Background: an optimization exercise with open tools, aiming at small area and a short achievable clock period. Do not read the settings as production practice. In this exercise RTL edits were held to simulation tests only and were not proved equivalent to the original.

==> flow/design.v (outline; a module is shown in full before it is edited, if it fits) <==
// module iir_filter: 953 lines
// module iir_fa: 4 lines
module iir_filter(
    input clk,
    input rst,
    input signed [11:0] signal_i,
    output signed [11:0] signal_o
    );
  // ...
==> flow/run.sh <==
#!/bin/bash
# synth_recipe.tcl (not shown) runs the flow's synth.tcl, then flattens the netlist and writes it again
# the make line also repeats each setting of config.mk as NAME=value (left out here)
make -C /OpenROAD-flow-scripts/flow DESIGN_CONFIG=/design/flow/config.mk WORK_HOME=/design/flow/orfs CLKGATE_MAP_FILE= SYNTH_SCRIPT=/design/flow/synth_recipe.tcl finish
==> flow/config.mk <==
export PLATFORM = sky130hd
export DESIGN_NAME = iir_filter
export DESIGN_NICKNAME = iir_filter
export VERILOG_FILES = /design/flow/design.v
export SDC_FILE = /design/flow/constraint.sdc
export NUM_CORES = 4
export LEC_CHECK = 0
export CAP_MARGIN = 20
export CORE_MARGIN = 2
export CORE_UTILIZATION = 40
export CTS_BUF_LIST = sky130_fd_sc_hd__clkbuf_4 sky130_fd_sc_hd__clkbuf_8
export PLACE_DENSITY = 0.6
export SLEW_MARGIN = 20
export SYNTH_HIERARCHICAL = 1
==> flow/constraint.sdc <==
create_clock -name core_clock -period 14.5 [get_ports {clk}]
set_input_delay 2.9000 -clock core_clock [delete_from_list [all_inputs] [get_ports {clk}]]
set_output_delay 2.9000 -clock core_clock [all_outputs]
set_load 0.01 [all_outputs]
==> key figures, run 1 <==
Outcome
  – Status: finished clean

Finish
  – Seq area share: 23.43%
  – Area of the multi-input gates: 11,600 µm²
  – Max-area cell class: multi-input gates
  – Area grow syn2layout: 8.552%
  – Clk tree area frac: 2.346%
  – Clock buf count: 17

Setup path
  – Critical Path End: y0[11]$_DFF_PP0_
  – Critical path's largest stage delay: 0.61 ns
  – Cell mode on critical path: fa_1
  – R2r worst-path depth: 20

Logic synthesis
  – Synthesized cell area: 16,310 µm²
  – Mux cell area share after synthesis: 0%
  – Top cell type's share of synthesized area: 49.95%

Global route
  – M2 GR Usage: 29.90%
  – Grt peak-use layer: met2

Die
  – Core box area: 40,010 µm²
  – Cell Rows: 73

Placement
  – Gpl congestion: 0.8912

CTS
  – # Post-CTS Setup Buffers: 0
  – Post-CTS sizing: 0

STA
  – Fin crit share: 43.29%

Routing
  – DRC: 0
==> inputs of run 2 (changes only) <==
--- a/flow/config.mk
+++ b/flow/config.mk
@@ -9,5 +9,5 @@
 export CORE_MARGIN = 2
-export CORE_UTILIZATION = 40
+export CORE_UTILIZATION = 60
 export CTS_BUF_LIST = sky130_fd_sc_hd__clkbuf_4 sky130_fd_sc_hd__clkbuf_8
-export PLACE_DENSITY = 0.6
+export PLACE_DENSITY = 0.8
 export SLEW_MARGIN = 20
==> key figures, run 2 <==
Logic synthesis
  – Post-synthesis adder-cell area fraction: 58.23%
  – Top cell type's share of synthesized area: 49.95% (unchanged)
  – Area contributors post-synth: fa_1, dfrtp_1, dfstp_2
  – Main combinational cell family by area after synthesis: adder cells
  – Ys Warns: 7
  – Post-synth EDFFs: 0
  – Largest area contributor in the netlist: fa_1
  – Most frequent cell after synthesis: fa_1
  – Synthesized flop and latch total: 162
  – Cell variety after synth: 61
  – Post-synthesis net count: 1,662
  – Synth Flop Type: dfrtp_1
  – FFs w/ async S/R, synth: 100.0%
  – Synth Instances: 1,133
  – Xor and xnor area share after synthesis: 3.382%
  – Simple-gate portion of the synthesized area: 3.436%
  – Syn avg cell area: 14.40 µm²
  – Most frequent cells after synthesis: fa_1, inv_1, ha_1
  – Mux cell area share after synthesis: 0% (unchanged)
  – Synthesized cell area: 16,310 µm² (unchanged)
  – Complex-gate fraction of the synthesized area: 6.090%
  – Post-synthesis sequential area ratio: 25.43%

CTS
  – CTS tree: done
  – Hold buffer count at cts: 0
  – Clock Sinks: 162
  – Clock-pin slew on the worst setup and hold paths: 0.12 ns
  – Skew-Pair Late Insertion Delay: 0.49 ns
  – Post-CTS sizing: 0 (unchanged)
  – H-tree Lvls: 4
  – TritonCTS Buffers: 17
  – # Post-CTS Setup Buffers: 0 (unchanged)
  – Root buf cell: clkbuf_8
  – Clock Path Buffers: 2

Setup path
  – Crit path launch type: primary input
  – CP max stage cell: fa_1
  – Worst endpoint required time: 14.87 ns
  – R2r worst-path depth: 19 (-5.0%)
  – CP endpoint kind: flop
  – Critical path's largest stage delay: 0.60 ns (about the same)
  – Critical path, cell by cell: clkdlybuf4s50_1 -> fa_1 -> fa_1 -> ha_1 -> and2_1 -> a221o_1 -> and2_0 -> a31oi_1 -> a21oi_1 -> a41o_1 -> o21ai_2 -> nor3_2 -> xor2_1
  – Cell mode on critical path: fa_1
  – Crit-path max FO: 4
  – CP arrival: 6.71 ns
  – Worst Setup Path Type: primary input to flop

Finish
  – Most common cell after layout, fill and taps aside: fa_1
  – Finished Layout Cells: 1,540
  – Area grow syn2layout: 7.164%
  – Share of post-route cells with drive strength above 1: 11.43%
  – Biggest regs: q x21, r x21
  – Fin nets: 1,715
  – Antenna diodes: 0
  – Highest-count cells in the layout ignoring fill and taps: fa_1, inv_1, ha_1, dfrtp_1, dfstp_2

STA
  – Relative slew margins: 34.83%
  – Final-report setup violation count: 0
  – Least-Margin Pin Slew: 0.9710 ns
  – Clock period minus worst slack: 6.342 ns
  – Clock skew: 0.02861 ns
  – Hold Vio Cnt, Final: 0
  – Setup total negative slack: 0 ns
  – RSZ-0062 raised after global routing: false
  – Fmax: 0.1577 GHz
  – Final Max Tran Viols: 0
  – Fin crit share: 43.74% (+0.45 points)

Routing
  – DR pass1 iterations: 4
  – DRC: 0 (unchanged)
  – Routed wire length: 36,250 µm
  – Via count: 9,039
  – Detail Route Antenna Nets: 0
  – WL per Instance: 23.54 µm
  – Vias per cell: 5.869
  – 1st-iter DRT viols: 664

Run
  – Max-Cap Viols: 0

Global route
  – Initial antenna violation count: 0
  – Pin count of the biggest net entering global routing: 87
  – GR Overflow Total: 0
  – Total track usage: 28.87%
  – First-pass GRT wire length: 59,730 µm
  – Vias in the first global route: 10,780

Placement
  – Hpwl dp: 29,460 µm
  – Port Buffers: 25
  – Placed cell count: 1,508
  – Gpl congestion: 0.9509 (+6.7%)

Die
  – Initial Util: 60.87%
  – Die Span Y: 168.9 µm
  – Core box area: 26,800 µm² (-33%)
  – Cell Rows: 60 (-18%)
  – Die width: 168.9 µm
  – Die area: 28,520 µm²
  – I/O pin count: 26

Hold path
  – Hold Crit Class: flop to flop
  – Hold Path Cell Cnt: 0

Outcome
  – Status: finished clean
[run 2: cell counts after synthesis]
Identical to the previous run, type by type.
[run 2: routing by layer]
layer	track usage, %	up-vias	share of wire (%)
met4	10.79	0	3.5
met5	0	-	0
li1	-	3736	-
met1	38.44	4909	38
met2	47.90	312	52
met3	5.705	82	6.4
[run 2: layout make-up]
class | count | area (µm²)
inverter | 147 | 556.8
clock buffer | 17 | 234.0
multi-input combinational | 823 | 11600
sequential | 162 | 4149
timing repair buffer | 35 | 325.3
clock inverter | 15 | 185.2
fill | 1835 | 9319
tap | 341 | 426.7
[run 2: worst paths after layout]
kind / start / end / slack, ns
worst max register to register: x1[1]$_DFF_PP0_ / y0[11]$_DFF_PP0_ / 8.29
min in group asynchronous: rst / x1[2]$_DFF_PP0_ / 2.93
max in group asynchronous: rst / x2[7]$_DFF_PP0_ / 10.10
worst min register to register: y3[3]$_DFF_PP1_ / y4[3]$_DFF_PP1_ / 0.35
worst max-delay path: signal_i[5] / y0[11]$_DFF_PP0_ / 8.16
worst min-delay path: y3[3]$_DFF_PP1_ / y4[3]$_DFF_PP1_ / 0.35
[run 2: kinds of logic (layout without fill, tap and decap cells)]
kind of cell | after synthesis | count (layout)
fa+ha+maj | 515 | 515
buf+inv | 148 | 214
simple gates | 110 | 110
compound gates | 135 | 135
xor+xnor | 63 | 63
flops | 162 | 162
[run 2: modules after synthesis, one instance, submodules excluded]
module / cells inside / times used / flip-flops and latches
iir_fa: 1 / 405 / 0
iir_filter: 728 / 1 / 162
[run 2: critical path, delay by kind of cell]
family / cells / cell delay, ns
adder cells (fa/ha/maj): 3 / 1.35
AO/OA/AOI/OAI: 5 / 1.35
buffers and inverters: 1 / 0.53
AND/OR/NAND/NOR: 3 / 0.44
XOR/XNOR: 1 / 0.15
[run 2: stage by stage]
| stage | worst slack, ns | area (µm²) | util (%) | hold WS (ns) |
|---|---|---|---|---|
| after floorplan | 7.349 | 16310 | - | 0.3312 |
| after global placement | 7.810 | 17060 | 63.66 | 0.3317 |
| after detailed placement | 7.688 | 17060 | 63.66 | 0.3405 |
| after CTS | 8.210 | 17480 | 65.23 | 0.3543 |
| after global routing | 7.901 | 17480 | 65.23 | 0.3546 |
| final | 8.158 | 17480 | 65.23 | 0.3472 |
==> inputs of run 3 (changes only) <==
--- a/flow/config.mk
+++ b/flow/config.mk
@@ -7,8 +7,8 @@
 export LEC_CHECK = 0
-export CAP_MARGIN = 20
+export CAP_MARGIN = 0
 export CORE_MARGIN = 2
-export CORE_UTILIZATION = 60
+export CORE_UTILIZATION = 40
 export CTS_BUF_LIST = sky130_fd_sc_hd__clkbuf_4 sky130_fd_sc_hd__clkbuf_8
-export PLACE_DENSITY = 0.8
-export SLEW_MARGIN = 20
+export PLACE_DENSITY = 0.6
+export SLEW_MARGIN = 0
 export SYNTH_HIERARCHICAL = 1
==> key figures, run 3 <==
Setup path
  – Worst endpoint required time: 14.88 ns (about the same)
  – Critical path's largest stage delay: 0.61 ns (about the same)
  – CP max stage cell: fa_1
  – Crit-path max FO: 4 (unchanged)
  – Critical path, cell by cell: clkdlybuf4s50_1 -> fa_1 -> fa_1 -> ha_1 -> and2_1 -> a221o_1 -> and2_0 -> a31oi_1 -> a21oi_1 -> a41o_1 -> o21ai_2 -> nor3_2 -> xor2_1
  – Crit path launch type: primary input
  – R2r worst-path depth: 20 (+1)
  – CP endpoint kind: flop
  – Flop2flop setup slack: 8.48 ns (+0.19 ns)
  – FF-to-FF End: y0[11]$_DFF_PP0_
  – Worst Setup Path Type: primary input to flop
  – Cell mode on critical path: fa_1
  – Worst Path Buf+Inv: 1 (unchanged)
  – Critical R2R Launch: x1[9]$_DFF_PP0_
  – CP arrival: 6.66 ns (-0.05 ns)
  – CP delay by family, top: adder cells

Die
  – Cell Rows: 73 (+22%)
  – Die area: 42,410 µm² (+49%)
  – Initial Util: 40.78% (-20 points)
  – I/O pin count: 26 (unchanged)
  – Die Span Y: 205.9 µm (+22%)
  – Core box area: 40,010 µm² (+49%)
  – Die width: 205.9 µm (+22%)

CTS
  – Post-CTS sizing: 0 (unchanged)
  – Skew-Pair Late Insertion Delay: 0.50 ns (about the same)
  – Root buf cell: clkbuf_8
  – TritonCTS Buffers: 17 (unchanged)
  – # Post-CTS Setup Buffers: 0 (unchanged)
  – H-tree Lvls: 4 (unchanged)
  – Clock Path Buffers: 2 (unchanged)
  – CTS tree: done
  – Clock Sinks: 162 (unchanged)
  – Hold buffer count at cts: 0 (unchanged)
  – Clock-pin slew on the worst setup and hold paths: 0.11 ns (about the same)

Logic synthesis
  – Ys Warns: 7 (unchanged)
  – Post-synthesis net count: 1,662 (unchanged)
  – FFs w/ async S/R, synth: 100.0% (unchanged)
  – Top cell type's share of synthesized area: 49.95% (unchanged)
  – Cell variety after synth: 61 (unchanged)
  – Synth Flop Type: dfrtp_1
  – Post-synthesis sequential area ratio: 25.43% (unchanged)
  – Synthesized flop and latch total: 162 (unchanged)
  – Synth Instances: 1,133 (unchanged)
  – Post-synth EDFFs: 0 (unchanged)
  – Synthesized cell area: 16,310 µm² (unchanged)
  – Most frequent cells after synthesis: fa_1, inv_1, ha_1
  – Area contributors post-synth: fa_1, dfrtp_1, dfstp_2
  – Syn avg cell area: 14.40 µm² (unchanged)
  – Most frequent cell after synthesis: fa_1
  – Largest area contributor in the netlist: fa_1

Finish
  – Fill cells: 3,607 (+97%)
  – Fin nets: 1,715 (unchanged)
  – Area grow syn2layout: 8.552%
  – Share of post-route cells with drive strength above 1: 11.43% (unchanged)
  – Biggest regs: q x21, r x21
  – Highest-count cells in the layout ignoring fill and taps: fa_1, inv_1, ha_1, dfrtp_1, dfstp_2
  – Most common cell after layout, fill and taps aside: fa_1
  – Finished Layout Cells: 1,724 (+12%)
  – Antenna diodes: 0 (unchanged)

Global route
  – Vias in the first global route: 10,040 (-6.9%)
  – Grt peak-use layer: met2
  – First-pass GRT wire length: 57,820 µm (-3.2%)
  – M2 GR Usage: 29.90% (-18 points)
  – GR Overflow Total: 0 (unchanged)
  – Initial antenna violation count: 0 (unchanged)
  – Grt met1 use: 26.39% (-12 points)
  – Total track usage: 18.82% (-10 points)
  – Met3 Usage GRT: 4.715% (-0.99 points)
  – Pin count of the biggest net entering global routing: 105 (+21%)

STA
  – Least-Margin Pin Slew: 0.9729 ns (+0.001950 ns)
  – Final Max Tran Viols: 0 (unchanged)
  – Relative slew margins: 35.14% (+0.31 points)
  – Fin crit share: 43.29% (-0.45 points)
  – Setup total negative slack: 0 ns (unchanged)
  – Clock skew: 0.01961 ns (-0.008999 ns)
  – RSZ-0062 raised after global routing: false
  – Final-report setup violation count: 0 (unchanged)
  – Clock period minus worst slack: 6.277 ns (-0.06481 ns)
  – Hold Vio Cnt, Final: 0 (unchanged)
  – Fmax: 0.1593 GHz (+1.0%)

Hold path
  – Hold Path Cell Cnt: 0 (unchanged)
  – Hold Path End: y4[5]$_DFF_PP1_
  – Hold Crit Class: flop to flop
  – Hold_sp: y3[5]$_DFF_PP1_

Routing
  – Via count: 8,652 (-4.3%)
  – DRC: 0 (unchanged)
  – 1st-iter DRT viols: 457 (-31%)
  – WL per Instance: 20.19 µm (-14%)
  – Detail Route Antenna Nets: 0 (unchanged)
  – Routed wire length: 34,820 µm (-3.9%)
  – DR pass1 iterations: 4 (unchanged)
  – Vias per cell: 5.019 (-14%)

Run
  – Max-Cap Viols: 0 (unchanged)

Placement
  – Placed cell count: 1,692 (+12%)
  – Hpwl dp: 28,780 µm (-2.3%)
  – Gpl congestion: 0.8912 (-6.3%)
  – Port Buffers: 25 (unchanged)

Outcome
  – Status: finished clean
run 3: worst register-to-register path, delay by kind of cell, from the launching register on:
kind                       cells  cell delay, ns
xor gates and xnor gates       2            0.26
and+or+nand+nor                3            0.26
DFF                            1            0.73
adders and majority gates      7            3.06
AOI/OAI and AO/OA              8            1.60
run 3: layout make-up:
class | instances | area (µm²) | share of cell area, %
multi-input cells | 823 | 11600 | 65.53
well taps | 525 | 656.9 | 3.709
clock inverters | 15 | 181.4 | 1.025
flip-flops and latches | 162 | 4149 | 23.43
repair buffers | 35 | 325.3 | 1.837
inverters | 147 | 556.8 | 3.144
clock buffers | 17 | 234.0 | 1.321
run 3: how the worst max path moves through the flow:
stage                    start               end  cells past startpoint
6_report           signal_i[5]  y0[11]$_DFF_PP0_                     13
5_1_grt        x1[9]$_DFF_PP0_  y0[11]$_DFF_PP0_                     19
4_1_cts            signal_i[5]  y0[11]$_DFF_PP0_                     13
3_5_place_dp       signal_i[5]  y0[11]$_DFF_PP0_                     13
3_3_place_gp       signal_i[5]  y0[11]$_DFF_PP0_                     13
2_1_floorplan              rst    q[0]$_DFF_PP0_                      1
run 3: cells by family (layout without fill, tap and decap cells):
family / Yosys count / after routing / share of synthesized area (%)
fa+ha+maj: 515 / 515 / 58.23
flops: 162 / 162 / 25.43
buf+inv: 148 / 214 / 3.428
compound gates: 135 / 135 / 6.090
simple gates: 110 / 110 / 3.436
xor+xnor: 63 / 63 / 3.382
run 3: metrics by stage:
step | util (%) | cell area, µm² | hold slack, ns | worst slack [ns]
after CTS | 44.26 | 17710 | 0.3417 | 8.255
after global placement | 43.23 | 17290 | 0.3324 | 7.785
final | 44.26 | 17710 | 0.3409 | 8.223
after floorplan | - | 16310 | 0.3312 | 7.349
after global routing | 44.26 | 17710 | 0.3391 | 8.060
after detailed placement | 43.23 | 17290 | 0.3364 | 7.705
run 3: Yosys stat by module, one instance, submodules excluded:
module      area, µm²  times used  flops+latches
iir_fa          20.02         405              0
iir_filter       8205           1            162
run 3: layer usage:
layer,wire length [µm],share of wire [%],vias up
met2,17110,49,187
li1,-,-,3729
met5,0,0,-
met1,15020,43,4708
met4,437,1.3,0
met3,2241,6.4,28
==> inputs of run 4 (changes only) <==
--- a/flow/config.mk
+++ b/flow/config.mk
@@ -7,3 +7,3 @@
 export LEC_CHECK = 0
-export CAP_MARGIN = 0
+export CAP_MARGIN = 20
 export CORE_MARGIN = 2
@@ -11,4 +11,6 @@
 export CTS_BUF_LIST = sky130_fd_sc_hd__clkbuf_4 sky130_fd_sc_hd__clkbuf_8
+export CTS_CLUSTER_DIAMETER = 150
+export CTS_CLUSTER_SIZE = 40
 export PLACE_DENSITY = 0.6
-export SLEW_MARGIN = 0
+export SLEW_MARGIN = 20
 export SYNTH_HIERARCHICAL = 1
==> key figures, run 4 <==
Hold path
  – Hold Path End: y4[5]$_DFF_PP1_
  – Hold_sp: y3[5]$_DFF_PP1_
  – Hold Crit Class: flop to flop
  – Hold Path Cell Cnt: 0 (unchanged)

Setup path
  – Worst endpoint required time: 14.88 ns (about the same)
  – Critical R2R Launch: x1[9]$_DFF_PP0_
  – Crit. Startpoint: signal_i[5]
  – CP delay by family, top: adder cells
  – Cell mode on critical path: fa_1
  – Crit-path max FO: 4 (unchanged)
  – Flop2flop setup slack: 8.48 ns (about the same)
  – CP max stage cell: fa_1
  – FF-to-FF End: y0[11]$_DFF_PP0_
  – Critical path, cell by cell: clkdlybuf4s50_1 -> fa_1 -> fa_1 -> ha_1 -> and2_1 -> a221o_1 -> and2_0 -> a31oi_1 -> a21oi_1 -> a41o_1 -> o21ai_2 -> nor3_2 -> xor2_1
  – Crit path launch type: primary input
  – Worst Setup Path Type: primary input to flop
  – Worst Path Buf+Inv: 1 (unchanged)
  – Critical path's largest stage delay: 0.61 ns (about the same)
  – CP arrival: 6.66 ns (about the same)
  – CP endpoint kind: flop
  – R2r worst-path depth: 20 (unchanged)

Logic synthesis
  – Most frequent cell after synthesis: fa_1
  – Synthesized cell area: 16,310 µm² (unchanged)
  – Post-synthesis sequential area ratio: 25.43% (unchanged)
  – Synth Instances: 1,133 (unchanged)
  – Cell variety after synth: 61 (unchanged)
  – Largest area contributor in the netlist: fa_1
  – FFs w/ async S/R, synth: 100.0% (unchanged)
  – Post-synthesis net count: 1,662 (unchanged)
  – Syn avg cell area: 14.40 µm² (unchanged)
  – Ys Warns: 7 (unchanged)
  – Most frequent cells after synthesis: fa_1, inv_1, ha_1
  – Synthesized flop and latch total: 162 (unchanged)
  – Synth Flop Type: dfrtp_1
  – Area contributors post-synth: fa_1, dfrtp_1, dfstp_2
  – Post-synth EDFFs: 0 (unchanged)
  – Top cell type's share of synthesized area: 49.95% (unchanged)

Global route
  – First-pass GRT wire length: 57,820 µm (unchanged)
  – Total track usage: 18.82% (unchanged)
  – Pin count of the biggest net entering global routing: 105 (unchanged)
  – Vias in the first global route: 10,040 (unchanged)
  – GR Overflow Total: 0 (unchanged)
  – Initial antenna violation count: 0 (unchanged)

STA
  – Final-report setup violation count: 0 (unchanged)
  – Hold Vio Cnt, Final: 0 (unchanged)
  – Final Max Tran Viols: 0 (unchanged)
  – Setup total negative slack: 0 ns (unchanged)
  – Clock skew: 0.01961 ns (unchanged)
  – Fin crit share: 43.29% (unchanged)
  – Least-Margin Pin Slew: 0.9729 ns (unchanged)
  – Clock period minus worst slack: 6.277 ns (unchanged)
  – Fmax: 0.1593 GHz (unchanged)
  – Relative slew margins: 35.14% (unchanged)
  – RSZ-0062 raised after global routing: false

CTS
  – Root buf cell: clkbuf_8
  – Post-CTS sizing: 0 (unchanged)
  – # Post-CTS Setup Buffers: 0 (unchanged)
  – CTS tree: done
  – Clock Sinks: 162 (unchanged)
  – TritonCTS Buffers: 17 (unchanged)
  – Hold buffer count at cts: 0 (unchanged)
  – H-tree Lvls: 4 (unchanged)
  – Skew-Pair Late Insertion Delay: 0.50 ns (about the same)
  – Clock Path Buffers: 2 (unchanged)
  – Clock-pin slew on the worst setup and hold paths: 0.11 ns (about the same)

Placement
  – Hpwl dp: 28,780 µm (unchanged)
  – Placed instance area: 17,290 µm² (unchanged)
  – Gpl congestion: 0.8912 (unchanged)
  – Placed cell count: 1,692 (unchanged)
  – Port Buffers: 25 (unchanged)

Routing
  – DRC: 0 (unchanged)
  – Vias per cell: 5.019 (unchanged)
  – DR pass1 iterations: 4 (unchanged)
  – WL per Instance: 20.19 µm (unchanged)
  – Routed wire length: 34,820 µm (unchanged)
  – Via count: 8,652 (unchanged)
  – Detail Route Antenna Nets: 0 (unchanged)
  – 1st-iter DRT viols: 457 (unchanged)

Die
  – Die width: 205.9 µm (unchanged)
  – Core box area: 40,010 µm² (unchanged)
  – I/O pin count: 26 (unchanged)
  – Die Span Y: 205.9 µm (unchanged)
  – Die area: 42,410 µm² (unchanged)
  – Initial Util: 40.78% (unchanged)
  – Cell Rows: 73 (unchanged)

Finish
  – Share of post-route cells with drive strength above 1: 11.43% (unchanged)
  – Fill cells: 3,607 (unchanged)
  – Area grow syn2layout: 8.552% (unchanged)
  – Fin area: 17,710 µm² (unchanged)
  – Biggest regs: q x21, r x21
  – Finished Layout Cells: 1,724 (unchanged)
  – Antenna diodes: 0 (unchanged)
  – Fin nets: 1,715 (unchanged)
  – Most common cell after layout, fill and taps aside: fa_1
  – Highest-count cells in the layout ignoring fill and taps: fa_1, inv_1, ha_1, dfrtp_1, dfstp_2

Outcome
  – Status: finished clean

Run
  – Max-Cap Viols: 0 (unchanged)
## run 4: cell counts in the layout (fill, tap and decap cells not counted)
Identical to the previous run, type by type.
## run 4: per-module statistics from Yosys (local to each module, per instance)
module,flip-flops and latches,copies in the design,cells inside
iir_fa,0,405,1
iir_filter,162,1,728
## run 4: metrics by stage
stage	setup WS, ns	util (%)	hold slack [ns]
2_1_floorplan	7.349	-	0.3312
3_3_place_gp	7.785	43.23	0.3324
3_5_place_dp	7.705	43.23	0.3364
4_1_cts	8.255	44.26	0.3417
5_1_grt	8.060	44.26	0.3391
6_report	8.223	44.26	0.3409
## run 4: per-layer routing
layer	part of all wire, %	up-vias	global-route usage (%)
li1	-	3729	-
met1	43	4708	26.39
met2	49	187	29.90
met3	6.4	28	4.715
met4	1.3	0	3.852
met5	0	-	0
## run 4: cell type report
cell class                 count  area (µm²)  area share [%]
clock inverter                15       181.4           1.025
inverter                     147       556.8           3.144
timing repair buffer          35       325.3           1.837
sequential                   162        4149           23.43
multi-input combinational    823       11600           65.53
tap                          525       656.9           3.709
clock buffer                  17       234.0           1.321
## run 4: worst max-delay path by stage
stage / slack, ns / cells past startpoint / end
after floorplan: 7.35 / 1 / q[0]$_DFF_PP0_
after global placement: 7.78 / 13 / y0[11]$_DFF_PP0_
after detailed placement: 7.70 / 13 / y0[11]$_DFF_PP0_
after CTS: 8.26 / 13 / y0[11]$_DFF_PP0_
after global routing: 8.06 / 19 / y0[11]$_DFF_PP0_
final: 8.22 / 13 / y0[11]$_DFF_PP0_
## run 4: cell families (layout without fill, tap and decap cells)
kind of cell	Yosys count	in the layout	synth area share, %
and+or+nand+nor	110	110	3.436
xor gates and xnor gates	63	63	3.382
buffers and inverters	148	214	3.428
AOI/OAI and AO/OA	135	135	6.090
DFF	162	162	25.43
adders and majority gates	515	515	58.23

re-timing with driven ports:
The flow's constraints put no driver on any port. The routed layouts listed below were extracted and timed again, unchanged, in two steps.
Step 1 assumes that a clkbuf_16 drives the clock port and a buf_2 every other input.
Step 2 also shifts input and output timing later by t, the mid clock arrival at the registers, as if the neighbouring blocks saw the same clock.
a / b / c = ideal / step 1 / step 2; a / b = the first two.
run	t (ns)	slack for setup (ns)	hold WS [ns]	worst setup path at the end	slew at the worst register clock pin (ns)
run 1	0.536	8.223 / 8.253 / 7.717	0.341 / 0.341 / 0.341	input to register	0.11 / 0.11
run 2	0.526	8.158 / 8.184 / 7.658	0.347 / 0.347 / 0.347	input to register	0.12 / 0.12
run 3	0.536	8.223 / 8.253 / 7.717	0.341 / 0.341 / 0.341	input to register	0.11 / 0.11
run 4	0.536	8.223 / 8.253 / 7.717	0.341 / 0.341 / 0.341	input to register	0.11 / 0.11
After both steps setup and hold are still met in every run listed.
